This design comes from an exercise in tuning for small area on the open sky130 flow, not from production work.
In this exercise RTL edits were held to simulation tests only and were not proved equivalent to the original.

**flow/design.v**
```verilog
module rca #(parameter W = 16) (
  input  wire [W-1:0] a, b,
  input  wire         ci,
  output wire [W-1:0] s
);
  wire [W:0] c;
  assign c[0] = ci;
  genvar i;
  generate for (i = 0; i < W; i = i + 1) begin : g
    assign s[i]   = a[i] ^ b[i] ^ c[i];
    assign c[i+1] = (a[i] & b[i]) | (a[i] & c[i]) | (b[i] & c[i]);
  end endgenerate
endmodule
module mulw (
  input  wire [16:0] u,
  output wire [15:0] y
);
  wire [19:0] u20 = {{3{u[16]}}, u};
  wire [22:0] u23 = {{6{u[16]}}, u};
  wire [23:0] u24 = {{7{u[16]}}, u};
  wire [19:0] a;             
  wire [22:0] a23 = {{3{a[19]}}, a};
  wire [22:0] b;             
  wire [23:0] c;             
  wire [29:0] b30 = {{7{b[22]}}, b};
  wire [29:0] c30 = {{6{c[23]}}, c};
  wire [29:0] r;             
  assign a[1:0] = u[1:0];
  rca #(18) ra (.a(u20[19:2]), .b(u20[17:0]), .ci(1'b0), .s(a[19:2]));
  assign b[2:0] = a[2:0];
  rca #(20) rb (.a(a23[22:3]), .b(a23[19:0]), .ci(1'b0), .s(b[22:3]));
  assign c[5:0] = u[5:0];
  rca #(18) rc (.a(u24[23:6]), .b(u24[17:0]), .ci(1'b0), .s(c[23:6]));
  assign r[7:0] = c[7:0];
  rca #(22) rr (.a(b30[21:0]), .b(c30[29:8]), .ci(1'b0), .s(r[29:8]));
  assign y = r[29:14];
endmodule
module FFT_top (
input	wire 			clk,reset_n,
input	wire			start,
input	wire 	[15:0]	s_in,
output	wire 			s2p_en,
output	wire[15:0]		X_0_re,X_1_re,
						X_4_re,X_5_re,
						X_0_im,X_1_im,
						X_4_im,X_5_im,
						X_2_re,X_3_re,
						X_6_re,X_7_re,
						X_2_im,X_3_im,
						X_6_im,X_7_im
);
reg       toggle, en, primed;
reg [2:0] p;                  
always @(posedge clk, negedge reset_n) begin
  if (!reset_n) begin
    toggle <= 1'b0; en <= 1'b0; p <= 3'd0; primed <= 1'b0;
  end else begin
    if (start) toggle <= ~toggle;
    en <= toggle & ~start;
    if (en) p <= p + 3'd1;
    if (en && p == 3'd7) primed <= 1'b1;
  end
end
assign s2p_en = en;
wire p0 = (p == 3'd0), p1 = (p == 3'd1), p2 = (p == 3'd2), p3 = (p == 3'd3);
wire p4 = (p == 3'd4), p5 = (p == 3'd5), p6 = (p == 3'd6), p7 = (p == 3'd7);
reg [15:0] d1, d2;             
always @(posedge clk) if (en) begin d1 <= s_in; d2 <= d1; end
reg [15:0] X0a, X4a, ABa, A2p;
wire [15:0] xg = en ? d2 : 16'd0;
wire        sub4  = en & (p6 | p7 | p0 | p1);
wire        subab = en & (p4 | p5 | p0 | p1);
wire        init0 = en & p2;
wire        initab = en & (p2 | p6);
wire [15:0] x0s, x4s, abs_;
rca #(16) ax0 (.a(init0  ? 16'd0 : X0a), .b(xg),                 .ci(1'b0),  .s(x0s));
rca #(16) ax4 (.a(init0  ? 16'd0 : X4a), .b(xg ^ {16{sub4}}),    .ci(sub4),  .s(x4s));
rca #(16) aab (.a(initab ? 16'd0 : ABa), .b(xg ^ {16{subab}}),   .ci(subab), .s(abs_));
always @(posedge clk) begin
  X0a <= x0s; X4a <= x4s; ABa <= abs_;
  if (en && p6) A2p <= ABa;
end
wire [15:0] da = p7 ? d1 : d2;
wire [15:0] db = p7 ? s_in : d1;
wire [15:0] df;
rca #(16) adf (.a(da), .b(~db), .ci(1'b1), .s(df));
reg  [15:0] C, D;
reg  [16:0] E, F;
reg         m_p, nz_p, nzv_p;
wire [16:0] es = {E[15], E[15:0]};
wire [16:0] fs = {df[15], df};
wire [16:0] dif, sum;
rca #(17) aum (.a(es), .b(~fs), .ci(1'b1), .s(dif));    
rca #(17) aup (.a(es), .b(fs),  .ci(1'b0), .s(sum));    
wire        m_n = (df == 16'h8000);
wire [16:0] u1r = {dif[16] ^ m_n, dif[15:0]};           
wire [15:0] my;
mulw umul (.u(p0 ? F : E), .y(my));
always @(posedge clk) if (en) begin
  if (p2) C <= df;
  if (p4) D <= df;
  if (p6) E <= {1'b0, df};
  if (p7) begin
    E <= sum; F <= u1r;
    m_p <= m_n; nz_p <= |u1r[13:0]; nzv_p <= |sum[13:0];
  end
  if (p0) F[15:0] <= my;
  if (p1) E[15:0] <= my;
end
wire [15:0] P, Q, R, S;
rca #(16) aP (.a(C), .b(F[15:0]),  .ci(1'b0),   .s(P));     
rca #(16) aQ (.a(C), .b(~F[15:0]), .ci(1'b1),   .s(Q));     
rca #(16) aR (.a(D), .b(~E[15:0]), .ci(~nzv_p), .s(R));     
rca #(16) aS (.a(D), .b(E[15:0]),  .ci(nzv_p),  .s(S));     
reg [15:0] H0, H4, HA2, HB2, HP, HQ, HR, HS;
reg        Hm, Hnz;
always @(posedge clk, negedge reset_n) begin
  if (!reset_n) begin
    H0 <= 16'd0; H4 <= 16'd0; HA2 <= 16'd0; HB2 <= 16'd0;
    HP <= 16'd0; HQ <= 16'd0; HR <= 16'd0; HS <= 16'd0;
    Hm <= 1'b0; Hnz <= 1'b0;
  end else if (en && p2 && primed) begin
    H0 <= X0a; H4 <= X4a; HA2 <= A2p; HB2 <= ABa;
    HP <= P; HQ <= Q; HR <= R; HS <= S;
    Hm <= m_p; Hnz <= nz_p;
  end
end
wire [15:0] K  = Hm ? 16'hB504 : 16'd0;
wire [15:0] nK = Hm ? 16'h4AFC : 16'd0;       
wire [15:0] x7r, x3r, x1i, x5i, x2i;
rca #(16) o7r (.a(HP),  .b(K),   .ci(Hnz),  .s(x7r));   
rca #(16) o3r (.a(HQ),  .b(~K),  .ci(~Hnz), .s(x3r));   
rca #(16) o1i (.a(~HS), .b(nK),  .ci(1'b1), .s(x1i));   
rca #(16) o5i (.a(~HR), .b(K),   .ci(1'b1), .s(x5i));   
rca #(16) o2i (.a(~HB2), .b(16'd0), .ci(1'b1), .s(x2i));  
assign X_0_re = H0;   assign X_0_im = 16'd0;
assign X_4_re = H4;   assign X_4_im = 16'd0;
assign X_2_re = HA2;  assign X_2_im = x2i;
assign X_6_re = HA2;  assign X_6_im = HB2;
assign X_1_re = HP;   assign X_1_im = x1i;
assign X_5_re = HQ;   assign X_5_im = x5i;
assign X_3_re = x3r;  assign X_3_im = HR;
assign X_7_re = x7r;  assign X_7_im = HS;
endmodule
```
**flow/run.sh**
```bash
#!/bin/bash
# synth_recipe.tcl (not shown) runs the flow's synth.tcl, then flattens the netlist and writes it again
# the make line also repeats each setting of config.mk as NAME=value (left out here)
make -C /OpenROAD-flow-scripts/flow DESIGN_CONFIG=/design/flow/config.mk WORK_HOME=/design/flow/orfs CLKGATE_MAP_FILE= SYNTH_SCRIPT=/design/flow/synth_recipe.tcl finish
```
**flow/config.mk**
```make
export PLATFORM = sky130hd
export DESIGN_NAME = FFT_top
export DESIGN_NICKNAME = FFT_top
export VERILOG_FILES = /design/flow/design.v
export SDC_FILE = /design/flow/constraint.sdc
export NUM_CORES = 4
export LEC_CHECK = 0
export CAP_MARGIN = 20
export CORE_MARGIN = 2
export CORE_UTILIZATION = 40
export SLEW_MARGIN = 20
```
**flow/constraint.sdc**
```tcl
create_clock -name core_clock -period 12.0 [get_ports {clk}]
set_input_delay 2.4000 -clock core_clock [delete_from_list [all_inputs] [get_ports {clk}]]
set_output_delay 2.4000 -clock core_clock [all_outputs]
set_load 0.01 [all_outputs]
```
==> results of run 1 <==
## critical path, delay by kind of cell (launching register included)
kind / cells / cell delay [ns]
compound gates: 5 / 0.55
xor+xnor: 2 / 0.35
fa+ha+maj: 22 / 8.49
buf+inv: 1 / 0.09
flops: 1 / 0.41
mux: 1 / 0.50
simple gates: 4 / 0.53
## worst max path at each step
stage | startpoint | endpoint | slack [ns] | depth (start not counted)
global route | p[0]$_DFFE_PN0P_ | F[15]$_DFFE_PP_ | 0.33 | 35
detailed placement | p[0]$_DFFE_PN0P_ | F[15]$_DFFE_PP_ | 0.83 | 35
floorplan | p[1]$_DFFE_PN0P_ | F[15]$_DFFE_PP_ | 0.96 | 37
CTS | p[0]$_DFFE_PN0P_ | F[15]$_DFFE_PP_ | 0.82 | 35
global placement | p[0]$_DFFE_PN0P_ | F[15]$_DFFE_PP_ | 1.0 | 35
finish | p[0]$_DFFE_PN0P_ | F[15]$_DFFE_PP_ | 0.81 | 35
## final cells by class
class,count,area share [%]
Tap cell,600,3.36
Clock buffer,45,4.22
Clock inverter,17,0.934
Inverter,252,4.23
Multi-Input combinational cell,831,41.0
Sequential cell,299,35.0
Timing Repair Buffer,255,11.3
## metal layers
layer	wire length, microns	part of all wire (%)	track usage, %	vias to the layer above
met1	19900	46	27.0	5507
met5	0	0	0	-
met3	2310	5.3	2.83	45
met4	716	1.7	4.19	0
li1	-	-	-	4946
met2	20400	47	30.5	270
## metrics by stage
step                setup slack, ns  utilization (%)  instance area, sq um  hold slack (ns)
finish                        0.808             49.2                 22400            0.456
global route                  0.334             49.2                 22400            0.477
CTS                           0.819             49.2                 22400            0.459
detailed placement            0.825             46.6                 21200            0.452
global placement              0.997             46.6                 21200            0.448
floorplan                     0.956                -                 18600            0.426
## cell families (layout without fill, tap and decap cells)
logic type	after synthesis	count (layout)	share of synthesized area, %
multiplexers	158	158	9.75
AO/OA/AOI/OAI	95	95	2.68
flip-flops	299	299	42.5
adder cells (fa/ha/maj)	292	292	29.1
buffers and inverters	351	569	8.54
XOR/XNOR	55	55	2.61
other	1	32	0.0203
AND/OR/NAND/NOR	199	199	4.88
## cell usage in the layout, fill, tap and decap left out, types with 29 or more instances in the layout
| cell | count |
|---|---|
| edfxtp_1 | 117 |
| conb_1 | 32 |
| inv_1 | 251 |
| clkbuf_16 | 35 |
| and2_1 | 29 |
| dfrtp_1 | 133 |
| fa_1 | 228 |
| nand2_1 | 125 |
| o21ai_0 | 70 |
| dfxtp_1 | 48 |
| clkdlybuf4s50_1 | 242 |
| xnor2_1 | 45 |
| mux2_2 | 122 |
| ha_1 | 60 |
## flip-flops by register name, summed over array words and instances (netlist names), 16 cells and up
signal,count
H4,16
d1,16
d2,16
X4a,16
C,16
A2p,16
D,16
ABa,16
H0,16
HP,16
F,17
E,17
HA2,16
X0a,16
HB2,16
HR,16
==> flow_metrics.py, run 1 <==
metrics = {
    "place": {
        "place.gp.congestion": 0.878,
        "numPortBuffers": 243,
        "dp.final_hpwl_mm": 34.4,
        "placed_cells": 2237,
    },
    "timing": {
        "max_freq_mhz": 89.3,
        "finalSetupTns_ns": 0,
        "worst_pin_slew_ns": 0.886,
        "slew-limit-headroom_pct": 40.9,
        "finalCritPeriodShare_pct": 93.3,
        "setup_viol": 0,
        "min_period_ns": 11.19,
        "rsz0062_at_grt": "false",
        "hold_viol": 0,
        "finClkSkew_ns": 0.0290,
        "slew_violations": 0,
    },
    "final_layout": {
        "nNetsFinal": 1981,
        "seqCellArea_sq_mm": 0.00783,
        "antenna_cells": 0,
        "stdcell_count": 2299,
        "multiInputGateArea_sq_mm": 0.00917,
        "area_growth_pct": 21.3,
        "drive_gt1_share_pct": 12.4,
        "fillCellCount": 4012,
    },
    "setup_path": {
        "worstRegToRegCells": 35,
        "cpPeakStageDelay_ns": 0.50,
        "cp_slowest_cell": "mux2i_2",
        "path_class": "reg -> reg",
        "cp.arrival_ns": 11.47,
        "cp.required_ns": 12.28,
        "r2r-start": "p[0]$_DFFE_PN0P_",
        "cp-end-kind": "flop",
        "worstSetupStartpointType": "flop",
        "rrSetupSlack_ns": 0.81,
        "crit_fanout": 8,
        "r2r_end": "F[15]$_DFFE_PP_",
        "cp_common_cell": "fa_1",
    },
    "route": {
        "wl_per_cell_microns": 18.9,
        "totalWireLength_mm": 43.3,
        "vias_per_cell": 4.68,
        "drcViolationCount": 0,
        "ant_nets": 0,
        "drtPass1Iterations": 5,
        "vias": 10800,
        "drtIter0Drc": 731,
    },
    "synthesis": {
        "avgSynthCellArea_sq_um": 12.7,
        "synth_top_cell_by_area": "fa_1",
        "ys_seq_elements": 299,
        "synth.distinct_cells": 44,
        "synth_most_common_cell": "inv_1",
        "syn_area_sq_mm": 0.0184,
        "ys_top_cells_by_area": "fa_1 25%, edfxtp_1 19%, dfrtp_1 18%",
        "synthArstFlopShare_pct": 44.8,
        "yosys-top-cells-count": "251 x inv_1, 228 x fa_1, 134 x dfrtp_1",
        "synth_edf_count": 117,
        "ys_seq_area_share_pct": 42.5,
        "syn_inst": 1450,
        "yosys_most_used_dff": "dfrtp_1",
        "synth.top_cell.area_share_pct": 24.8,
        "yosys_warnings": 1,
    },
    "clocking": {
        "numCtsBuffers": 34,
        "cts_tree": "built",
        "clockBufferDepth": 3,
        "clk_latency_ns": 0.56,
        "postCtsResizedCells": 0,
        "path_clk_slew_ns": 0.06,
        "cts_root_buffer": "clkbuf_16",
        "post_cts_buffers": 0,
        "clock_sinks": 299,
        "cts_hold_buf": 0,
        "htree_levels": 2,
    },
    "global_route": {
        "track_usage_pct": 18.9,
        "grt.overflow.total": 0,
        "antenna_found_initial": 0,
        "grt_pass1_vias": 11300,
        "grt_pass1_wl_mm": 67.7,
        "grt_max_degree": 98,
    },
    "die": {
        "coreArea_sq_mm": 0.0455,
        "io_pins": 276,
        "die_h_microns": 219,
        "row_count": 78,
        "initial_core_util_pct": 40.5,
        "die-area_sq_mm": 0.0478,
        "chipWidth_microns": 219,
    },
    "min_path": {
        "worstHoldPathCells": 0,
        "min_from": "ABa[3]$_DFF_P_",
        "min_to": "A2p[3]$_DFFE_PP_",
        "hold_path_class": "reg -> reg",
    },
    "status": {
        "status": "timing/DRC/antenna clean",
    },
    "run": {
        "drv_cap": 0,
    },
}
==> run 2, diff against run 1 <==
--- a/flow/config.mk
+++ b/flow/config.mk
@@ -7,5 +7,7 @@
 export LEC_CHECK = 0
 export CAP_MARGIN = 20
 export CORE_MARGIN = 2
-export CORE_UTILIZATION = 40
+export CORE_UTILIZATION = 70
+export CTS_BUF_LIST = sky130_fd_sc_hd__clkbuf_4
+export CTS_CLUSTER_SIZE = 30
 export SLEW_MARGIN = 20
==> flow_metrics.py, run 2 <==
metrics = {
    "status": {
        "status": "timing/DRC/antenna clean",
    },
    "route": {
        "drcViolationCount": 0,
        "totalWireLength_mm": 43.5,
        "drtIter0Drc": 958,
        "wl_per_cell_microns": 20.5,
        "ant_nets": 0,
        "vias_per_cell": 5.47,
        "drtPass1Iterations": 8,
        "vias": 11600,
    },
    "final_layout": {
        "nNetsFinal": 2025,
        "top_regs": "E: 17 flops, F: 17 flops",
        "drive_gt1_share_pct": 15.8,
        "area_growth_pct": 19.1,
        "post-route-util_pct": 84.5,
        "final_common_cell": "inv_1",
        "final_cell_mix": "251 x inv_1, 242 x clkdlybuf4s50_1, 228 x fa_1",
    },
    "timing": {
        "slew_violations": 0,
        "finClkSkew_ns": 0.0513,
        "max_freq_mhz": 87.6,
        "rsz0062_at_grt": "false",
        "finalSetupTns_ns": 0,
        "finalCritPeriodShare_pct": 95.2,
        "min_period_ns": 11.42,
        "setup_viol": 0,
        "hold_viol": 0,
        "slew-limit-headroom_pct": 36.8,
        "worst_pin_slew_ns": 0.947,
    },
    "min_path": {
        "hold_path_class": "reg -> reg",
    },
    "synthesis": {
        "synth_edf_count": 117,
        "synth.top_cell.area_share_pct": 24.8,
        "yosys_warnings": 1,
        "ys_seq_elements": 299,
        "syn_area_sq_mm": 0.0184,
        "synth.distinct_cells": 44,
        "ys_top_cells_by_area": "fa_1 25%, edfxtp_1 19%, dfrtp_1 18%",
        "synth_top_cell_by_area": "fa_1",
        "yosys-top-cells-count": "251 x inv_1, 228 x fa_1, 134 x dfrtp_1",
        "ys_seq_area_share_pct": 42.5,
        "syn_inst": 1450,
        "synthArstFlopShare_pct": 44.8,
        "yosys_most_used_dff": "dfrtp_1",
        "avgSynthCellArea_sq_um": 12.7,
        "synth_most_common_cell": "inv_1",
    },
    "place": {
        "place.gp.congestion": 0.981,
        "dp.final_hpwl_mm": 33.7,
        "numPortBuffers": 243,
    },
    "setup_path": {
        "worstSetupStartpointType": "flop",
        "crit_fanout": 18,
        "cpPeakStageDelay_ns": 0.52,
        "cp_slowest_cell": "mux2i_2",
        "cp.arrival_ns": 11.86,
        "path_class": "reg -> reg",
        "cp.required_ns": 12.44,
        "path_delay_family": "adder cells",
        "cp-end-kind": "flop",
        "cp_common_cell": "fa_1",
        "critical_path_buf_inv_count": 1,
    },
    "clocking": {
        "clk_latency_ns": 0.75,
        "post_cts_buffers": 0,
        "htree_levels": 3,
        "clockBufferDepth": 3,
        "path_clk_slew_ns": 0.07,
        "cts_hold_buf": 0,
        "postCtsResizedCells": 0,
        "clock_sinks": 299,
        "numCtsBuffers": 79,
        "cts_root_buffer": "clkbuf_4",
        "cts_tree": "built",
    },
    "global_route": {
        "grt_max_degree": 163,
        "grt.overflow.total": 0,
        "grt_pass1_vias": 12600,
        "grt_pass1_wl_mm": 69.6,
        "antenna_found_initial": 2,
        "track_usage_pct": 33.3,
    },
    "die": {
        "coreArea_sq_mm": 0.0260,
        "row_count": 59,
        "die_h_microns": 166,
        "die-area_sq_mm": 0.0277,
        "initial_core_util_pct": 71.0,
        "chipWidth_microns": 166,
        "io_pins": 276,
    },
    "run": {
        "drv_cap": 0,
    },
}
-- run 2: cell families after synthesis --
group | Yosys count | share of synthesized area (%)
other cells | 1 | 0.0203
compound gates | 95 | 2.68
flops | 299 | 42.5
fa+ha+maj | 292 | 29.1
mux | 158 | 9.75
simple gates | 199 | 4.88
xor+xnor | 55 | 2.61
buf+inv | 351 | 8.54
-- run 2: routing by layer --
| layer | vias to the layer above | routed length, microns | track usage (%) |
|---|---|---|---|
| li1 | 5094 | - | - |
| met1 | 5840 | 16700 | 44.5 |
| met2 | 573 | 21500 | 53.8 |
| met3 | 91 | 3710 | 7.91 |
| met4 | 0 | 1590 | 13.4 |
| met5 | - | 0 | 0 |
-- run 2: worst paths after layout --
| check | from | endpoint | slack [ns] | cells past startpoint |
|---|---|---|---|---|
| min reg2reg | d1[10]$_DFFE_PP_ | d2[10]$_DFFE_PP_ | 0.47 | 0 |
| max in group asynchronous | reset_n | HP[9]$_DFFE_PN0P_ | 8.93 | 2 |
| min in group asynchronous | reset_n | H4[0]$_DFFE_PN0P_ | 1.63 | 1 |
| max reg2reg | p[0]$_DFFE_PN0P_ | F[15]$_DFFE_PP_ | 0.58 | 35 |
| min | d1[10]$_DFFE_PP_ | d2[10]$_DFFE_PP_ | 0.47 | 0 |
| max | p[0]$_DFFE_PN0P_ | F[15]$_DFFE_PP_ | 0.58 | 35 |
-- run 2: per-stage QoR --
stage               setup WS [ns]  instance area, sq um  instances  hold slack [ns]
global route                0.161                 22000       2119            0.473
global placement             1.03                 20900       1970            0.447
floorplan                   0.956                 18600       1481            0.426
finish                      0.579                 22000       2119            0.473
CTS                         0.617                 21900       2114            0.476
detailed placement          0.640                 20900       1970            0.457
-- run 2: final cells by class --
type                       instances  area, sq um
inverter                         252          947
timing repair buffer             254         2540
clock inverter                    26          169
antenna                            4         10.0
tap                              335          419
clock buffer                     118          886
multi-input combinational        831         9160
fill                            1390         4030
sequential                       299         7830
==> run 3, diff against run 2 <==
--- a/flow/config.mk
+++ b/flow/config.mk
@@ -8,6 +8,7 @@
 export CAP_MARGIN = 20
 export CORE_MARGIN = 2
 export CORE_UTILIZATION = 70
-export CTS_BUF_LIST = sky130_fd_sc_hd__clkbuf_4
+export CTS_BUF_LIST = sky130_fd_sc_hd__clkbuf_16
+export CTS_CLUSTER_DIAMETER = 100
 export CTS_CLUSTER_SIZE = 30
 export SLEW_MARGIN = 20
==> flow_metrics.py, run 3 <==
metrics = {
    "status": {
        "status": "timing/DRC/antenna clean",
    },
    "setup_path": {
        "r2r-start": "p[0]$_DFFE_PN0P_",
        "path_class": "reg -> reg",
        "worstRegToRegCells": 35,
        "crit_fanout": 18,
        "cpPeakStageDelay_ns": 0.53,
        "cp-end-kind": "flop",
        "cp.required_ns": 12.25,
        "cp.arrival_ns": 11.71,
        "cp_common_cell": "fa_1",
        "rrSetupSlack_ns": 0.54,
        "cp_slowest_cell": "mux2i_2",
        "worstSetupStartpointType": "flop",
        "r2r_end": "F[15]$_DFFE_PP_",
    },
    "synthesis": {
        "muxShareOfSynthArea_pct": 9.75,
        "yosys_warnings": 1,
        "ys_seq_elements": 299,
        "synthAdderAreaFrac_pct": 29.1,
        "ys_top_cells_by_area": "fa_1 25%, edfxtp_1 19%, dfrtp_1 18%",
        "synth-xor-area-share_pct": 2.61,
        "synth_edf_count": 117,
        "synth.distinct_cells": 44,
        "syn_area_sq_mm": 0.0184,
        "yosys.area_share.simple_pct": 4.88,
        "yosys_most_used_dff": "dfrtp_1",
        "avgSynthCellArea_sq_um": 12.7,
        "synthArstFlopShare_pct": 44.8,
        "yosys-top-cells-count": "251 x inv_1, 228 x fa_1, 134 x dfrtp_1",
        "synth_most_common_cell": "inv_1",
        "synth_compound_area_share_pct": 2.68,
        "syn_inst": 1450,
        "synth_top_cell_by_area": "fa_1",
        "synth_top_family_by_area": "adder cells",
        "synth.top_cell.area_share_pct": 24.8,
        "ys_seq_area_share_pct": 42.5,
    },
    "die": {
        "die_h_microns": 166,
        "coreArea_sq_mm": 0.0260,
        "chipWidth_microns": 166,
        "row_count": 59,
        "initial_core_util_pct": 71.0,
        "die-area_sq_mm": 0.0277,
        "io_pins": 276,
    },
    "route": {
        "ant_nets": 0,
        "drcViolationCount": 0,
        "vias_per_cell": 5.58,
        "totalWireLength_mm": 41.9,
        "drtIter0Drc": 984,
        "wl_per_cell_microns": 21.0,
        "drtPass1Iterations": 6,
        "vias": 11100,
    },
    "clocking": {
        "path_clk_slew_ns": 0.12,
        "post_cts_buffers": 0,
        "cts_hold_buf": 0,
        "clockBufferDepth": 3,
        "htree_levels": 1,
        "clk_latency_ns": 0.50,
        "clock_sinks": 299,
        "numCtsBuffers": 13,
        "cts_tree": "built",
        "cts_root_buffer": "clkbuf_16",
        "postCtsResizedCells": 0,
    },
    "min_path": {
        "worstHoldPathCells": 0,
        "min_from": "d1[7]$_DFFE_PP_",
        "hold_path_class": "reg -> reg",
        "min_to": "d2[7]$_DFFE_PP_",
    },
    "timing": {
        "max_freq_mhz": 87.3,
        "finClkSkew_ns": 0.0214,
        "slew-limit-headroom_pct": 35.9,
        "min_period_ns": 11.46,
        "rsz0062_at_grt": "false",
        "finalSetupTns_ns": 0,
        "finalCritPeriodShare_pct": 95.5,
        "worst_pin_slew_ns": 0.962,
        "slew_violations": 0,
        "setup_viol": 0,
        "hold_viol": 0,
    },
    "place": {
        "placed_area_sq_mm": 0.0209,
        "place.gp.congestion": 0.981,
        "placed_cells": 1970,
        "numPortBuffers": 243,
        "dp.final_hpwl_mm": 33.7,
    },
    "global_route": {
        "grt_pass1_wl_mm": 67.4,
        "grt_pass1_vias": 12000,
        "antenna_found_initial": 0,
        "grt_max_degree": 163,
        "grt.overflow.total": 0,
        "track_usage_pct": 31.9,
    },
    "final_layout": {
        "nNetsFinal": 1959,
        "antenna_cells": 0,
        "top_regs": "E: 17 flops, F: 17 flops",
        "final_cell_mix": "259 x inv_1, 242 x clkdlybuf4s50_1, 228 x fa_1",
        "fin_area_sq_mm": 0.0212,
        "stdcell_count": 1992,
        "final_common_cell": "inv_1",
        "area_growth_pct": 15.3,
        "drive_gt1_share_pct": 10.1,
    },
    "run": {
        "drv_cap": 0,
    },
}
## run 3: logic make-up after synthesis
group | Yosys count
adder cells (fa/ha/maj) | 292
multiplexers | 158
flip-flops | 299
other | 1
AND/OR/NAND/NOR | 199
AO/OA/AOI/OAI | 95
buffers and inverters | 351
XOR/XNOR | 55
## run 3: per-stage QoR
step	utilization (%)	setup WS, ns	hold slack, ns
finish	81.8	0.540	0.477
floorplan	-	0.956	0.426
detailed placement	80.3	0.640	0.457
CTS	81.7	0.624	0.484
global route	81.8	0.155	0.496
global placement	80.3	1.03	0.447
## run 3: metal layers
metal  vias up  track usage (%)  wire [microns]
li1       4874                -               -
met1      5645             44.9           16400
met2       510             52.5           20600
met3        88             5.31            3440
met4         0             9.67            1470
met5         -                0               0
## run 3: worst max-delay path by stage
stage,startpoint,to,slack [ns]
floorplan,p[1]$_DFFE_PN0P_,F[15]$_DFFE_PP_,0.96
global placement,p[0]$_DFFE_PN0P_,F[15]$_DFFE_PP_,1.03
detailed placement,p[0]$_DFFE_PN0P_,F[15]$_DFFE_PP_,0.64
CTS,p[0]$_DFFE_PN0P_,F[15]$_DFFE_PP_,0.62
global route,p[0]$_DFFE_PN0P_,F[15]$_DFFE_PP_,0.16
finish,p[0]$_DFFE_PN0P_,F[15]$_DFFE_PP_,0.54
## run 3: critical path: cells and delay by family, from the launching register on
kind,cells,cell delay [ns]
AOI/OAI and AO/OA,5,0.57
xor gates and xnor gates,2,0.35
adders and majority gates,22,8.57
buffers and inverters,1,0.11
DFF,1,0.43
muxes,1,0.53
and+or+nand+nor,4,0.63
## run 3: layout make-up
class,count,area [sq um]
Fill cell,1500,4740
Sequential cell,299,7830
Multi-Input combinational cell,831,9160
Tap cell,335,419
Clock inverter,8,30.0
Clock buffer,13,325
Timing Repair Buffer,254,2540
Inverter,252,947
==> run 4, diff against run 3 <==
==> flow/flow/run.sh (new file) <==
#!/bin/bash
# Standard layout, except that the port buffers the standard flow's flow adds are the
# smallest buffer (buf_1) instead of the default choice.
set -euo pipefail
bash standard.sh "BUFFER_PORTS_ARGS=-buffer_cell sky130_fd_sc_hd__buf_1" finish > standard_flow.log 2>&1
==> flow/standard.sh (new file) <==
#!/bin/bash
# synth_recipe.tcl (not shown) runs the flow's synth.tcl, then flattens the netlist and writes it again
# the make line also repeats each setting of config.mk as NAME=value (left out here)
make -C /OpenROAD-flow-scripts/flow DESIGN_CONFIG=/design/flow/config.mk WORK_HOME=/design/flow/orfs CLKGATE_MAP_FILE= SYNTH_SCRIPT=/design/flow/synth_recipe.tcl "${@:-finish}"
removed: flow/run.sh
==> flow_metrics.py, run 4 <==
metrics = {
    "clocking": {
        "postCtsResizedCells": 0,
        "htree_levels": 1,
        "path_clk_slew_ns": 0.12,
        "post_cts_buffers": 0,
        "cts_root_buffer": "clkbuf_16",
        "cts_hold_buf": 0,
        "numCtsBuffers": 14,
        "cts_tree": "built",
        "clk_latency_ns": 0.51,
        "clockBufferDepth": 3,
        "clock_sinks": 299,
    },
    "timing": {
        "max_freq_mhz": 89.7,
        "worst_pin_slew_ns": 1.09,
        "hold_viol": 0,
        "fin_hold_ws_ns": 0.457,
        "slew-limit-headroom_pct": 27.3,
        "setup_viol": 0,
        "min_period_ns": 11.15,
        "finalCritPeriodShare_pct": 92.9,
        "rsz0062_at_grt": "false",
        "finalSetupTns_ns": 0,
        "finClkSkew_ns": 0.0393,
        "slew_violations": 0,
    },
    "setup_path": {
        "path_delay_family": "adder cells",
        "cp-end-kind": "flop",
        "worstSetupStartpointType": "flop",
        "cp_slowest_cell": "mux2i_2",
        "cp.required_ns": 12.25,
        "path_class": "reg -> reg",
        "cpPeakStageDelay_ns": 0.52,
        "crit_fanout": 11,
        "critical_path_buf_inv_count": 1,
        "cp_common_cell": "fa_1",
        "cp.arrival_ns": 11.40,
    },
    "synthesis": {
        "synthArstFlopShare_pct": 44.8,
        "yosys-top-cells-count": "251 x inv_1, 228 x fa_1, 134 x dfrtp_1",
        "ys_seq_area_share_pct": 42.5,
        "syn_area_sq_mm": 0.0184,
        "yosys_most_used_dff": "dfrtp_1",
        "ys_top_cells_by_area": "fa_1 25%, edfxtp_1 19%, dfrtp_1 18%",
        "syn_inst": 1450,
        "ys_seq_elements": 299,
        "synth_edf_count": 117,
        "avgSynthCellArea_sq_um": 12.7,
        "yosys_warnings": 1,
        "synth_most_common_cell": "inv_1",
        "synth.top_cell.area_share_pct": 24.8,
        "synth_top_cell_by_area": "fa_1",
        "synth.distinct_cells": 44,
    },
    "die": {
        "io_pins": 276,
        "die_h_microns": 166,
        "die-area_sq_mm": 0.0277,
        "initial_core_util_pct": 71.0,
        "chipWidth_microns": 166,
        "row_count": 59,
        "coreArea_sq_mm": 0.0260,
    },
    "status": {
        "status": "timing/DRC/antenna clean",
    },
    "route": {
        "totalWireLength_mm": 39.8,
        "vias": 10900,
        "vias_per_cell": 5.46,
        "drcViolationCount": 0,
        "drtIter0Drc": 969,
        "drtPass1Iterations": 5,
        "wl_per_cell_microns": 19.9,
        "ant_nets": 0,
    },
    "min_path": {
        "hold_path_class": "reg -> reg",
    },
    "final_layout": {
        "final_common_cell": "inv_1",
        "final_cell_mix": "258 x inv_1, 242 x buf_1, 228 x fa_1",
        "drive_gt1_share_pct": 10.2,
        "top_regs": "E: 17 flops, F: 17 flops",
        "seqCellArea_sq_mm": 0.00783,
        "area_growth_pct": 7.36,
        "multiInputGateArea_sq_mm": 0.00916,
        "nNetsFinal": 1959,
        "antenna_cells": 0,
        "fillCellCount": 1750,
    },
    "global_route": {
        "grt_pass1_vias": 11300,
        "track_usage_pct": 29.8,
        "grt_pass1_wl_mm": 63.2,
        "grt.overflow.total": 0,
        "antenna_found_initial": 0,
        "grt_max_degree": 163,
    },
    "place": {
        "place.gp.congestion": 0.949,
        "numPortBuffers": 243,
        "dp.final_hpwl_mm": 32.0,
    },
    "run": {
        "drv_cap": 0,
    },
}
-- run 4: routing by layer --
metal | GRT usage [%] | up-vias | routed length, microns
met3 | 4.17 | 47 | 2840
met4 | 7.42 | 0 | 980
met5 | 0 | - | 0
met1 | 44.6 | 5532 | 16900
met2 | 47.5 | 423 | 19100
li1 | - | 4887 | -
-- run 4: cell type report --
cell class | instances | share of cell area, %
Inverter | 252 | 4.79
Tap cell | 335 | 2.12
Clock inverter | 9 | 0.329
Multi-Input combinational cell | 831 | 46.3
Timing Repair Buffer | 253 | 5.03
Sequential cell | 299 | 39.6
Clock buffer | 15 | 1.90
-- run 4: per-stage QoR --
stage               setup WS, ns  instance area (sq um)  instances  utilization (%)
floorplan                  0.956                  18600       1481                -
global placement            1.07                  19300       1970             74.5
detailed placement         0.920                  19300       1970             74.5
CTS                        0.880                  19800       1994             76.2
global route               0.301                  19800       1994             76.2
finish                     0.850                  19800       1994             76.2
-- run 4: path summary, 6_finish.rpt --
path / from / end / slack, ns / cells after the start
max in group asynchronous: reset_n / HQ[7]$_DFFE_PN0P_ / 8.80 / 2
max: p[0]$_DFFE_PN0P_ / F[15]$_DFFE_PP_ / 0.85 / 35
max reg2reg: p[0]$_DFFE_PN0P_ / F[15]$_DFFE_PP_ / 0.85 / 35
min reg2reg: d1[0]$_DFFE_PP_ / d2[0]$_DFFE_PP_ / 0.46 / 0
min: d1[0]$_DFFE_PP_ / d2[0]$_DFFE_PP_ / 0.46 / 0
min in group asynchronous: reset_n / toggle$_DFFE_PN0P_ / 1.98 / 1
-- run 4: kinds of logic (layout without fill, tap and decap cells) --
family,count (synthesis),in the layout,synth area share (%)
multiplexers,158,158,9.75
XOR/XNOR,55,55,2.61
AND/OR/NAND/NOR,199,199,4.88
buffers and inverters,351,529,8.54
flip-flops,299,299,42.5
other,1,32,0.0203
adder cells (fa/ha/maj),292,292,29.1
AO/OA/AOI/OAI,95,95,2.68
-- run 4: worst register-to-register path, delay by kind of cell (launching register included) --
kind / cells / cell delay (ns)
buffers and inverters: 1 / 0.08
xor gates and xnor gates: 2 / 0.35
muxes: 1 / 0.52
adders and majority gates: 22 / 8.44
DFF: 1 / 0.43
and+or+nand+nor: 4 / 0.51
AOI/OAI and AO/OA: 5 / 0.55
==> run 5, diff against run 4 <==
--- a/flow/design.v
+++ b/flow/design.v
@@ -66,7 +66,8 @@
 wire p4 = (p == 3'd4), p5 = (p == 3'd5), p6 = (p == 3'd6), p7 = (p == 3'd7);
 reg [15:0] d1, d2;             
 always @(posedge clk) if (en) begin d1 <= s_in; d2 <= d1; end
-reg [15:0] X0a, X4a, ABa, A2p;
+reg [15:0] X0a, ABa, A2p;
+reg [15:1] X4a;
 wire [15:0] xg = en ? d2 : 16'd0;
 wire        sub4  = en & (p6 | p7 | p0 | p1);
 wire        subab = en & (p4 | p5 | p0 | p1);
@@ -74,10 +75,10 @@
 wire        initab = en & (p2 | p6);
 wire [15:0] x0s, x4s, abs_;
 rca #(16) ax0 (.a(init0  ? 16'd0 : X0a), .b(xg),                 .ci(1'b0),  .s(x0s));
-rca #(16) ax4 (.a(init0  ? 16'd0 : X4a), .b(xg ^ {16{sub4}}),    .ci(sub4),  .s(x4s));
+rca #(16) ax4 (.a(init0  ? 16'd0 : {X4a[15:1], X0a[0]}), .b(xg ^ {16{sub4}}), .ci(sub4), .s(x4s));
 rca #(16) aab (.a(initab ? 16'd0 : ABa), .b(xg ^ {16{subab}}),   .ci(subab), .s(abs_));
 always @(posedge clk) begin
-  X0a <= x0s; X4a <= x4s; ABa <= abs_;
+  X0a <= x0s; X4a <= x4s[15:1]; ABa <= abs_;
   if (en && p6) A2p <= ABa;
 end
 wire [15:0] da = p7 ? d1 : d2;
@@ -112,33 +113,40 @@
 rca #(16) aQ (.a(C), .b(~F[15:0]), .ci(1'b1),   .s(Q));     
 rca #(16) aR (.a(D), .b(~E[15:0]), .ci(~nzv_p), .s(R));     
 rca #(16) aS (.a(D), .b(E[15:0]),  .ci(nzv_p),  .s(S));     
-reg [15:0] H0, H4, HA2, HB2, HP, HQ, HR, HS;
+reg [15:0] H0, HP, HR;
+reg [15:1] H4, HA2, HB2, HQ, HS;
 reg        Hm, Hnz;
 always @(posedge clk, negedge reset_n) begin
   if (!reset_n) begin
-    H0 <= 16'd0; H4 <= 16'd0; HA2 <= 16'd0; HB2 <= 16'd0;
-    HP <= 16'd0; HQ <= 16'd0; HR <= 16'd0; HS <= 16'd0;
+    H0 <= 16'd0; H4 <= 15'd0; HA2 <= 15'd0; HB2 <= 15'd0;
+    HP <= 16'd0; HQ <= 15'd0; HR <= 16'd0; HS <= 15'd0;
     Hm <= 1'b0; Hnz <= 1'b0;
   end else if (en && p2 && primed) begin
-    H0 <= X0a; H4 <= X4a; HA2 <= A2p; HB2 <= ABa;
-    HP <= P; HQ <= Q; HR <= R; HS <= S;
+    H0 <= X0a; H4 <= X4a; HA2 <= A2p[15:1]; HB2 <= ABa[15:1];
+    HP <= P; HQ <= Q[15:1]; HR <= R; HS <= S[15:1];
     Hm <= m_p; Hnz <= nz_p;
   end
 end
+wire        b2lsb = H0[1] ^ H4[1];
+wire [15:0] fX4 = {H4, H0[0]};
+wire [15:0] fA2 = {HA2, b2lsb ^ H0[0]};
+wire [15:0] fB2 = {HB2, b2lsb};
+wire [15:0] fQ  = {HQ, HP[0]};
+wire [15:0] fS  = {HS, HR[0]};
 wire [15:0] K  = Hm ? 16'hB504 : 16'd0;
 wire [15:0] nK = Hm ? 16'h4AFC : 16'd0;       
 wire [15:0] x7r, x3r, x1i, x5i, x2i;
 rca #(16) o7r (.a(HP),  .b(K),   .ci(Hnz),  .s(x7r));   
-rca #(16) o3r (.a(HQ),  .b(~K),  .ci(~Hnz), .s(x3r));   
-rca #(16) o1i (.a(~HS), .b(nK),  .ci(1'b1), .s(x1i));   
+rca #(16) o3r (.a(fQ),  .b(~K),  .ci(~Hnz), .s(x3r));   
+rca #(16) o1i (.a(~fS), .b(nK),  .ci(1'b1), .s(x1i));   
 rca #(16) o5i (.a(~HR), .b(K),   .ci(1'b1), .s(x5i));   
-rca #(16) o2i (.a(~HB2), .b(16'd0), .ci(1'b1), .s(x2i));  
+rca #(16) o2i (.a(~fB2), .b(16'd0), .ci(1'b1), .s(x2i));  
 assign X_0_re = H0;   assign X_0_im = 16'd0;
-assign X_4_re = H4;   assign X_4_im = 16'd0;
-assign X_2_re = HA2;  assign X_2_im = x2i;
-assign X_6_re = HA2;  assign X_6_im = HB2;
+assign X_4_re = fX4;   assign X_4_im = 16'd0;
+assign X_2_re = fA2;  assign X_2_im = x2i;
+assign X_6_re = fA2;  assign X_6_im = fB2;
 assign X_1_re = HP;   assign X_1_im = x1i;
-assign X_5_re = HQ;   assign X_5_im = x5i;
+assign X_5_re = fQ;   assign X_5_im = x5i;
 assign X_3_re = x3r;  assign X_3_im = HR;
-assign X_7_re = x7r;  assign X_7_im = HS;
+assign X_7_re = x7r;  assign X_7_im = fS;
 endmodule
--- a/flow/config.mk
+++ b/flow/config.mk
@@ -10,5 +10,5 @@
 export CORE_UTILIZATION = 70
 export CTS_BUF_LIST = sky130_fd_sc_hd__clkbuf_16
 export CTS_CLUSTER_DIAMETER = 100
-export CTS_CLUSTER_SIZE = 30
+export CTS_CLUSTER_SIZE = 25
 export SLEW_MARGIN = 20
==> flow_metrics.py, run 5 <==
metrics = {
    "global_route": {
        "grt.overflow.total": 0,
        "antenna_found_initial": 0,
        "track_usage_pct": 29.4,
        "grt_pass1_wl_mm": 63.0,
        "grt_pass1_vias": 11200,
        "grt_max_degree": 160,
    },
    "setup_path": {
        "cp_common_cell": "fa_1",
        "cp-end-kind": "flop",
        "r2r_end": "F[15]$_DFFE_PP_",
        "path_class": "reg -> reg",
        "crit_fanout": 23,
        "cp_slowest_cell": "fa_1",
        "worstSetupStartpointType": "flop",
        "worstRegToRegCells": 33,
        "r2r-start": "p[0]$_DFFE_PN0P_",
        "cpPeakStageDelay_ns": 0.47,
        "cp.required_ns": 12.26,
        "cp.arrival_ns": 11.69,
        "rrSetupSlack_ns": 0.57,
    },
    "synthesis": {
        "synth.top_cell.area_share_pct": 24.7,
        "avgSynthCellArea_sq_um": 12.4,
        "ys_top_cells_by_area": "fa_1 25%, edfxtp_1 19%, dfrtp_1 18%",
        "ys_seq_elements": 294,
        "yosys_most_used_dff": "dfrtp_1",
        "synth_top_cell_by_area": "fa_1",
        "synthArstFlopShare_pct": 44.6,
        "synth_most_common_cell": "inv_1",
        "syn_area_sq_mm": 0.0185,
        "yosys-top-cells-count": "251 x inv_1, 228 x fa_1, 167 x nand2_1",
        "syn_inst": 1492,
        "synth_edf_count": 116,
        "yosys_warnings": 1,
        "ys_seq_area_share_pct": 41.7,
        "synth.distinct_cells": 49,
    },
    "clocking": {
        "clockBufferDepth": 3,
        "cts_root_buffer": "clkbuf_16",
        "post_cts_buffers": 0,
        "postCtsResizedCells": 0,
        "numCtsBuffers": 15,
        "htree_levels": 1,
        "cts_hold_buf": 0,
        "path_clk_slew_ns": 0.11,
        "clock_sinks": 294,
        "clk_latency_ns": 0.50,
        "cts_tree": "built",
    },
    "timing": {
        "setup_viol": 0,
        "finalCritPeriodShare_pct": 95.3,
        "hold_viol": 0,
        "worst_slack_ns": 0.569,
        "slew-limit-headroom_pct": 40.3,
        "rsz0062_at_grt": "false",
        "worst_pin_slew_ns": 0.893,
        "slew_violations": 0,
        "min_period_ns": 11.43,
        "max_freq_mhz": 87.5,
        "finalSetupTns_ns": 0,
        "finClkSkew_ns": 0.0195,
    },
    "final_layout": {
        "area_growth_pct": 7.25,
        "nNetsFinal": 1998,
        "post-route-util_pct": 76.2,
        "final_cell_mix": "260 x inv_1, 242 x buf_1, 228 x fa_1",
        "final_common_cell": "inv_1",
        "drive_gt1_share_pct": 8.83,
        "stdcell_count": 2033,
        "top_regs": "E: 17 flops, F: 17 flops",
        "antenna_cells": 0,
    },
    "min_path": {
        "worstHoldPathCells": 0,
        "min_to": "d2[3]$_DFFE_PP_",
        "hold_path_class": "reg -> reg",
        "min_from": "d1[3]$_DFFE_PP_",
    },
    "run": {
        "drv_cap": 0,
    },
    "die": {
        "coreArea_sq_mm": 0.0260,
        "initial_core_util_pct": 71.0,
        "io_pins": 276,
        "die-area_sq_mm": 0.0277,
        "die_h_microns": 166,
        "row_count": 59,
        "chipWidth_microns": 166,
    },
    "route": {
        "wl_per_cell_microns": 19.6,
        "drtPass1Iterations": 5,
        "ant_nets": 0,
        "drtIter0Drc": 1027,
        "drcViolationCount": 0,
        "vias_per_cell": 5.43,
        "vias": 11000,
        "totalWireLength_mm": 39.8,
    },
    "place": {
        "dp.final_hpwl_mm": 30.9,
        "place_ws_ns": 0.558,
        "placed_cells": 2005,
        "numPortBuffers": 243,
        "place.gp.congestion": 0.907,
    },
    "status": {
        "status": "timing/DRC/antenna clean",
    },
}
==> run 5: changes by cell type after synthesis, moves of 2 or more <==
| cell | previous run | this run |
|---|---|---|
| xnor2_1 | 45 | 43 |
| buf_4 | 55 | 58 |
| dfrtp_1 | 134 | 131 |
| maj3_1 | 3 | 0 |
| nor3_1 | 4 | 2 |
| xor2_1 | 10 | 12 |
| a21oi_1 | 17 | 26 |
| nor2_1 | 19 | 30 |
| a21o_1 | 0 | 7 |
| mux2_2 | 122 | 66 |
| mux2i_1 | 23 | 18 |
| buf_6 | 4 | 7 |
| nand2_1 | 125 | 167 |
| mux2_4 | 12 | 43 |
==> run 5: critical path, delay by kind of cell, from the launching register on <==
family,cells,cell delay [ns]
xor gates and xnor gates,2,0.37
AOI/OAI and AO/OA,5,0.99
and+or+nand+nor,2,0.48
buffers and inverters,3,0.64
adders and majority gates,21,8.26
DFF,1,0.44
==> run 5: final cells by class <==
| class | instances | area, sq um |
|---|---|---|
| tap | 335 | 419 |
| sequential | 294 | 7700 |
| multi-input combinational | 872 | 9260 |
| timing repair buffer | 255 | 1050 |
| inverter | 252 | 946 |
| fill | 1769 | 6190 |
| clock buffer | 15 | 375 |
| clock inverter | 10 | 42.5 |
==> run 5: worst max path at each step <==
stage                           startpoint               to  slack (ns)  cells past startpoint
final                     p[0]$_DFFE_PN0P_  F[15]$_DFFE_PP_        0.57                     33
after global routing      p[0]$_DFFE_PN0P_  F[15]$_DFFE_PP_        0.06                     33
after CTS                 p[0]$_DFFE_PN0P_  F[15]$_DFFE_PP_        0.54                     33
after detailed placement  p[0]$_DFFE_PN0P_  F[15]$_DFFE_PP_        0.56                     33
after global placement    p[0]$_DFFE_PN0P_  F[15]$_DFFE_PP_        0.78                     33
after floorplan           p[1]$_DFFE_PN0P_  F[15]$_DFFE_PP_        0.87                     36
==> run 5: routing by layer <==
layer	global-route usage [%]	vias to the layer above	part of all wire (%)
met5	0	-	0
met4	7.91	0	2.9
met3	4.69	68	7.5
met2	46.5	452	47
met1	43.6	5555	42
li1	-	4974	-
==> run 5: kinds of logic (layout without fill, tap and decap cells) <==
logic type	count (synthesis)	in the layout	synth area share, %
fa+ha+maj	290	290	28.9
xor+xnor	55	55	2.61
flops	294	294	41.7
simple gates	253	254	6.02
compound gates	114	114	3.35
buf+inv	358	532	8.85
other cells	1	32	0.0203
mux	127	127	8.50
==> run 5: through the flow <==
step / area (sq um) / hold WS [ns]
final: 19800 / 0.477
after floorplan: 18600 / 0.426
after detailed placement: 19300 / 0.455
after global placement: 19300 / 0.449
after CTS: 19700 / 0.476
after global routing: 19800 / 0.487
==> run 6, diff against run 5 <==
--- a/flow/config.mk
+++ b/flow/config.mk
@@ -5,6 +5,7 @@
 export SDC_FILE = /design/flow/constraint.sdc
 export NUM_CORES = 4
 export LEC_CHECK = 0
+export ABC_AREA = 1
 export CAP_MARGIN = 20
 export CORE_MARGIN = 2
 export CORE_UTILIZATION = 70
==> flow_metrics.py, run 6 <==
metrics = {
    "synthesis": {
        "syn_area_sq_mm": 0.0183,
        "yosys-top-cells-count": "329 x inv_1, 228 x fa_1, 201 x nand2_1",
        "ys_seq_elements": 294,
        "muxShareOfSynthArea_pct": 3.66,
        "synth.top_cell.area_share_pct": 25.0,
        "yosys_most_used_dff": "dfrtp_1",
        "synth.distinct_cells": 42,
        "synth_compound_area_share_pct": 5.90,
        "yosys.area_share.simple_pct": 6.67,
        "synthArstFlopShare_pct": 44.6,
        "synth-xor-area-share_pct": 1.81,
        "yosys_warnings": 1,
        "syn_inst": 1634,
        "synthAdderAreaFrac_pct": 29.2,
        "synth_edf_count": 116,
        "avgSynthCellArea_sq_um": 11.2,
        "synth_top_family_by_area": "adder cells",
        "synth_top_cell_by_area": "fa_1",
        "synth_most_common_cell": "inv_1",
        "ys_seq_area_share_pct": 42.1,
        "ys_top_cells_by_area": "fa_1 25%, edfxtp_1 19%, dfrtp_1 18%",
    },
    "setup_path": {
        "cp-end-kind": "flop",
        "startpoint": "p[1]$_DFFE_PN0P_",
        "path_class": "reg -> reg",
        "cp_slowest_cell": "dfrtp_1",
        "crit_fanout": 37,
        "path_delay_family": "adder cells",
        "cpPeakStageDelay_ns": 0.55,
        "cp.arrival_ns": 11.56,
        "cp.required_ns": 12.36,
        "r2r-start": "p[1]$_DFFE_PN0P_",
        "worstSetupStartpointType": "flop",
        "cp_common_cell": "fa_1",
        "critical_path_buf_inv_count": 5,
    },
    "final_layout": {
        "drive_gt1_share_pct": 5.43,
        "seqCellArea_sq_mm": 0.00770,
        "final_cell_mix": "337 x inv_1, 242 x buf_1, 228 x fa_1",
        "nNetsFinal": 2141,
        "area_growth_pct": 7.24,
        "antenna_cells": 0,
        "top_regs": "E: 17 flops, F: 17 flops",
        "fillCellCount": 1808,
        "stdcell_count": 2177,
        "fin_area_sq_mm": 0.0196,
        "final_common_cell": "inv_1",
        "multiInputGateArea_sq_mm": 0.00876,
    },
    "die": {
        "io_pins": 276,
        "die_h_microns": 166,
        "row_count": 59,
        "die-area_sq_mm": 0.0274,
        "chipWidth_microns": 166,
        "coreArea_sq_mm": 0.0258,
        "initial_core_util_pct": 70.7,
    },
    "timing": {
        "hold_viol": 0,
        "finClkSkew_ns": 0.0212,
        "setup_viol": 0,
        "slew_violations": 0,
        "worst_pin_slew_ns": 0.942,
        "slew-limit-headroom_pct": 37.2,
        "finalCritPeriodShare_pct": 93.4,
        "finalSetupTns_ns": 0,
        "max_freq_mhz": 89.2,
        "min_period_ns": 11.21,
        "rsz0062_at_grt": "false",
        "fin_hold_ws_ns": 0.457,
    },
    "min_path": {
        "hold_path_class": "reg -> reg",
        "min_from": "d1[8]$_DFFE_PP_",
    },
    "clocking": {
        "numCtsBuffers": 15,
        "clockBufferDepth": 3,
        "clock_sinks": 294,
        "path_clk_slew_ns": 0.11,
        "cts_hold_buf": 0,
        "clk_latency_ns": 0.51,
        "cts_tree": "built",
        "htree_levels": 1,
        "cts_root_buffer": "clkbuf_16",
    },
    "global_route": {
        "antenna_found_initial": 0,
        "track_usage_pct": 30.2,
        "grt_pass1_wl_mm": 61.1,
        "grt_pass1_vias": 11200,
        "grt.overflow.total": 0,
        "grt_max_degree": 109,
    },
    "place": {
        "dp.final_hpwl_mm": 32.1,
        "placed_cells": 2149,
        "numPortBuffers": 243,
        "place.gp.congestion": 0.898,
        "placed_area_sq_mm": 0.0192,
    },
    "status": {
        "status": "timing/DRC/antenna clean",
    },
    "route": {
        "ant_nets": 0,
        "totalWireLength_mm": 40.3,
        "wl_per_cell_microns": 18.5,
        "drtIter0Drc": 1211,
        "vias": 11700,
        "drcViolationCount": 0,
        "vias_per_cell": 5.38,
        "drtPass1Iterations": 5,
    },
    "run": {
        "drv_cap": 0,
    },
}
## run 6: worst paths after layout
path                                       to  slack [ns]  cells after the start
max                           E[15]$_DFFE_PP_        0.79                     36
min                           d2[8]$_DFFE_PP_        0.46                      0
max reg2reg                   E[15]$_DFFE_PP_        0.79                     36
min reg2reg                   d2[8]$_DFFE_PP_        0.46                      0
max in group asynchronous  HQ[12]$_DFFE_PN0P_        8.52                      2
min in group asynchronous  H4[15]$_DFFE_PN0P_        2.01                      1
## run 6: metal layers
layer  GRT usage [%]  wire [microns]  vias to the layer above  share of wire [%]
li1                -               -                     5348                  -
met1            45.7           17000                     5817                 42
met2            47.8           19200                      499                 48
met3            3.70            3240                       57                8.0
met4            6.86             835                        0                2.1
met5               0               0                        -                  0
## run 6: area by class of cell
class	instances	area share (%)
inverter	335	6.43
multi-input combinational	929	44.7
timing repair buffer	258	5.25
clock inverter	11	0.262
sequential	294	39.3
tap	335	2.14
clock buffer	15	1.92
## run 6: timing repair
| action | 4_1_cts | 5_1_grt |
|---|---|---|
| resized for setup | 0 | 1 |
| buffers inserted | 0 | 2 |
| endpoints found under the setup margin | 0 | 1 |
## run 6: cell families (layout without fill, tap and decap cells)
logic type / Yosys count / after routing
compound gates: 208 / 208
xor+xnor: 37 / 37
fa+ha+maj: 289 / 289
buf+inv: 442 / 619
flops: 294 / 294
mux: 59 / 59
other cells: 1 / 32
simple gates: 304 / 304
## run 6: per-stage QoR
step / worst slack (ns) / utilization, %
CTS: 0.594 / 75.8
finish: 0.792 / 75.9
global placement: 0.903 / 74.1
global route: 0.127 / 75.9
detailed placement: 0.645 / 74.1
floorplan: 0.973 / -
==> run 7, diff against run 6 <==
==> flow/run.sh (new file) <==
#!/bin/bash
# synth_recipe.tcl (not shown) runs the flow's synth.tcl, then flattens the netlist and writes it again
# the make line also repeats each setting of config.mk as NAME=value (left out here)
make -C /OpenROAD-flow-scripts/flow DESIGN_CONFIG=/design/flow/config.mk WORK_HOME=/design/flow/orfs CLKGATE_MAP_FILE= SYNTH_SCRIPT=/design/flow/synth_recipe.tcl finish
removed: flow/flow/run.sh
removed: flow/standard.sh
==> flow_metrics.py, run 7 <==
metrics = {
    "status": {
        "status": "timing/DRC/antenna clean",
    },
    "global_route": {
        "grt_pass1_vias": 12400,
        "grt_pass1_wl_mm": 66.9,
        "globalRouteMet2Util_pct": 56.2,
        "use_met3_pct": 5.47,
        "grtUsageMet1_pct": 45.0,
        "grt_max_degree": 116,
        "track_usage_pct": 33.1,
        "antenna_found_initial": 0,
        "grt.overflow.total": 0,
        "busiest_layer": "met2",
    },
    "die": {
        "io_pins": 276,
        "die_h_microns": 166,
        "initial_core_util_pct": 70.7,
        "coreArea_sq_mm": 0.0258,
        "row_count": 59,
        "chipWidth_microns": 166,
        "die-area_sq_mm": 0.0274,
    },
    "place": {
        "placed_area_sq_mm": 0.0207,
        "numPortBuffers": 243,
        "dp.final_hpwl_mm": 34.1,
        "place.gp.congestion": 0.909,
        "place_ws_ns": 0.353,
    },
    "route": {
        "wl_per_cell_microns": 20.0,
        "vias_per_cell": 5.53,
        "totalWireLength_mm": 43.5,
        "ant_nets": 0,
        "vias": 12000,
        "drtIter0Drc": 1265,
        "drcViolationCount": 0,
        "drtPass1Iterations": 5,
    },
    "timing": {
        "finalSetupTns_ns": 0,
        "finalCritPeriodShare_pct": 95.6,
        "worst_slack_ns": 0.531,
        "rsz0062_at_grt": "false",
        "min_period_ns": 11.47,
        "slew-limit-headroom_pct": 43.2,
        "slew_violations": 0,
        "setup_viol": 0,
        "finClkSkew_ns": 0.0303,
        "hold_viol": 0,
        "worst_pin_slew_ns": 0.852,
        "max_freq_mhz": 87.2,
        "fin_hold_ws_ns": 0.466,
    },
    "clocking": {
        "cts_root_buffer": "clkbuf_16",
        "clockBufferDepth": 3,
        "path_clk_slew_ns": 0.11,
        "cts_tree": "built",
        "clk_latency_ns": 0.51,
        "cts_hold_buf": 0,
        "numCtsBuffers": 15,
        "clock_sinks": 294,
        "htree_levels": 1,
    },
    "synthesis": {
        "yosys-top-cells-count": "329 x inv_1, 228 x fa_1, 201 x nand2_1",
        "yosys_warnings": 1,
        "synth_edf_count": 116,
        "synth_most_common_cell": "inv_1",
        "ys_top_cells_by_area": "fa_1 25%, edfxtp_1 19%, dfrtp_1 18%",
        "syn_inst": 1634,
        "syn_area_sq_mm": 0.0183,
        "ys_seq_elements": 294,
        "ys_seq_area_share_pct": 42.1,
        "synthArstFlopShare_pct": 44.6,
        "avgSynthCellArea_sq_um": 11.2,
        "synth.distinct_cells": 42,
        "synth.top_cell.area_share_pct": 25.0,
        "synth_top_cell_by_area": "fa_1",
        "yosys_most_used_dff": "dfrtp_1",
    },
    "final_layout": {
        "post-route-util_pct": 81.8,
        "nNetsFinal": 2141,
        "antenna_cells": 0,
        "drive_gt1_share_pct": 5.48,
        "top_regs": "E: 17 flops, F: 17 flops",
        "fin_area_sq_mm": 0.0211,
        "final_common_cell": "inv_1",
        "final_cell_mix": "337 x inv_1, 242 x clkdlybuf4s50_1, 228 x fa_1",
        "area_growth_pct": 15.6,
    },
    "setup_path": {
        "cp.required_ns": 12.35,
        "rrSetupSlack_ns": 0.53,
        "worstSetupStartpointType": "flop",
        "cp-end-kind": "flop",
        "cpPeakStageDelay_ns": 0.58,
        "crit_fanout": 51,
        "cp.arrival_ns": 11.82,
        "cp_slowest_cell": "dfrtp_1",
        "path_class": "reg -> reg",
        "cp_common_cell": "fa_1",
    },
    "run": {
        "drv_cap": 0,
    },
    "min_path": {
        "hold_path_class": "reg -> reg",
    },
}
==> run 7: cell counts after synthesis <==
No cell type changed its count.
==> run 7: routing by layer <==
metal / vias to the layer above / share of wire (%)
met1: 6079 / 38
li1: 5335 / -
met2: 547 / 51
met5: - / 0
met3: 80 / 7.7
met4: 0 / 2.9
==> run 7: stage by stage <==
stage               cells
global route         2177
global placement     2149
detailed placement   2149
floorplan            1665
finish               2177
CTS                  2175
==> run 7: what timing repair did <==
item | 4_1_cts | 5_1_grt
resized for setup | 0 | 4
setup buffers | 0 | 2
endpoints found under the setup margin | 0 | 2
==> run 7: path summary, 6_finish.rpt <==
kind | start | endpoint | cells past startpoint
max | p[1]$_DFFE_PN0P_ | F[15]$_DFFE_PP_ | 35
min in group asynchronous | reset_n | p[0]$_DFFE_PN0P_ | 1
min | d1[8]$_DFFE_PP_ | d2[8]$_DFFE_PP_ | 0
min reg2reg | d1[8]$_DFFE_PP_ | d2[8]$_DFFE_PP_ | 0
max in group asynchronous | reset_n | HQ[1]$_DFFE_PN0P_ | 2
max reg2reg | p[1]$_DFFE_PN0P_ | F[15]$_DFFE_PP_ | 35
==> run 7: kinds of logic after synthesis <==
family | synth area share (%)
buffers and inverters | 10.6
AND/OR/NAND/NOR | 6.67
flip-flops | 42.1
adder cells (fa/ha/maj) | 29.2
AO/OA/AOI/OAI | 5.90
multiplexers | 3.66
XOR/XNOR | 1.81
other | 0.0205
==> run 7: worst max-delay path, delay by kind of cell, from the launching register on <==
kind	cells	cell delay [ns]
adder cells (fa/ha/maj)	22	8.52
buffers and inverters	4	0.71
AND/OR/NAND/NOR	4	0.62
flip-flops	1	0.58
AO/OA/AOI/OAI	3	0.48
XOR/XNOR	2	0.39
==> run 7: area by class of cell <==
class                   instances  area, sq um
clock buffers                  15          375
multi-input cells             929         8760
well taps                     335          419
flip-flops and latches        294         7700
repair buffers                258         2550
inverters                     335         1260
fillers                      1526         4710
clock inverters                11         51.3

afterwards: timing with drivers on the ports:
In the flow no input, the clock included, has a driving cell. The finished layouts below were timed again as built, in two steps.
Step 1, drivers: a clkbuf_16 drives clk and a buf_2 each remaining input, both assumed.
Step 2 moves the port delays by t, midway between the first and last clock arrival at a register: inputs arrive t later, outputs are due t later. That takes back most of the time a late clock gives input paths.
Three values: no drivers, after step 1, after step 2; two values: the first two.
run | t (ns) | slack for setup (ns) | worst setup path at the end | clock arrival spread, ns | worst register clock-pin slew, ns
run 1 | 0.599 | 0.808 / 0.808 / 0.808 | register to register | 0.029 / 0.030 | 0.06 / 0.06
run 2 | 0.763 | 0.579 / 0.579 / 0.579 | register to register | 0.064 / 0.064 | 0.08 / 0.08
run 3 | 0.540 | 0.540 / 0.540 / 0.540 | register to register | 0.022 / 0.021 | 0.12 / 0.12
run 4 | 0.542 | 0.850 / 0.850 / 0.850 | register to register | 0.039 / 0.039 | 0.12 / 0.12
run 5 | 0.546 | 0.569 / 0.569 / 0.569 | register to register | 0.019 / 0.019 | 0.11 / 0.11
run 6 | 0.554 | 0.792 / 0.792 / 0.792 | register to register | 0.022 / 0.022 | 0.11 / 0.11
run 7 | 0.551 | 0.531 / 0.531 / 0.531 | register to register | 0.031 / 0.031 | 0.11 / 0.11
After both steps every run listed still meets setup and hold.
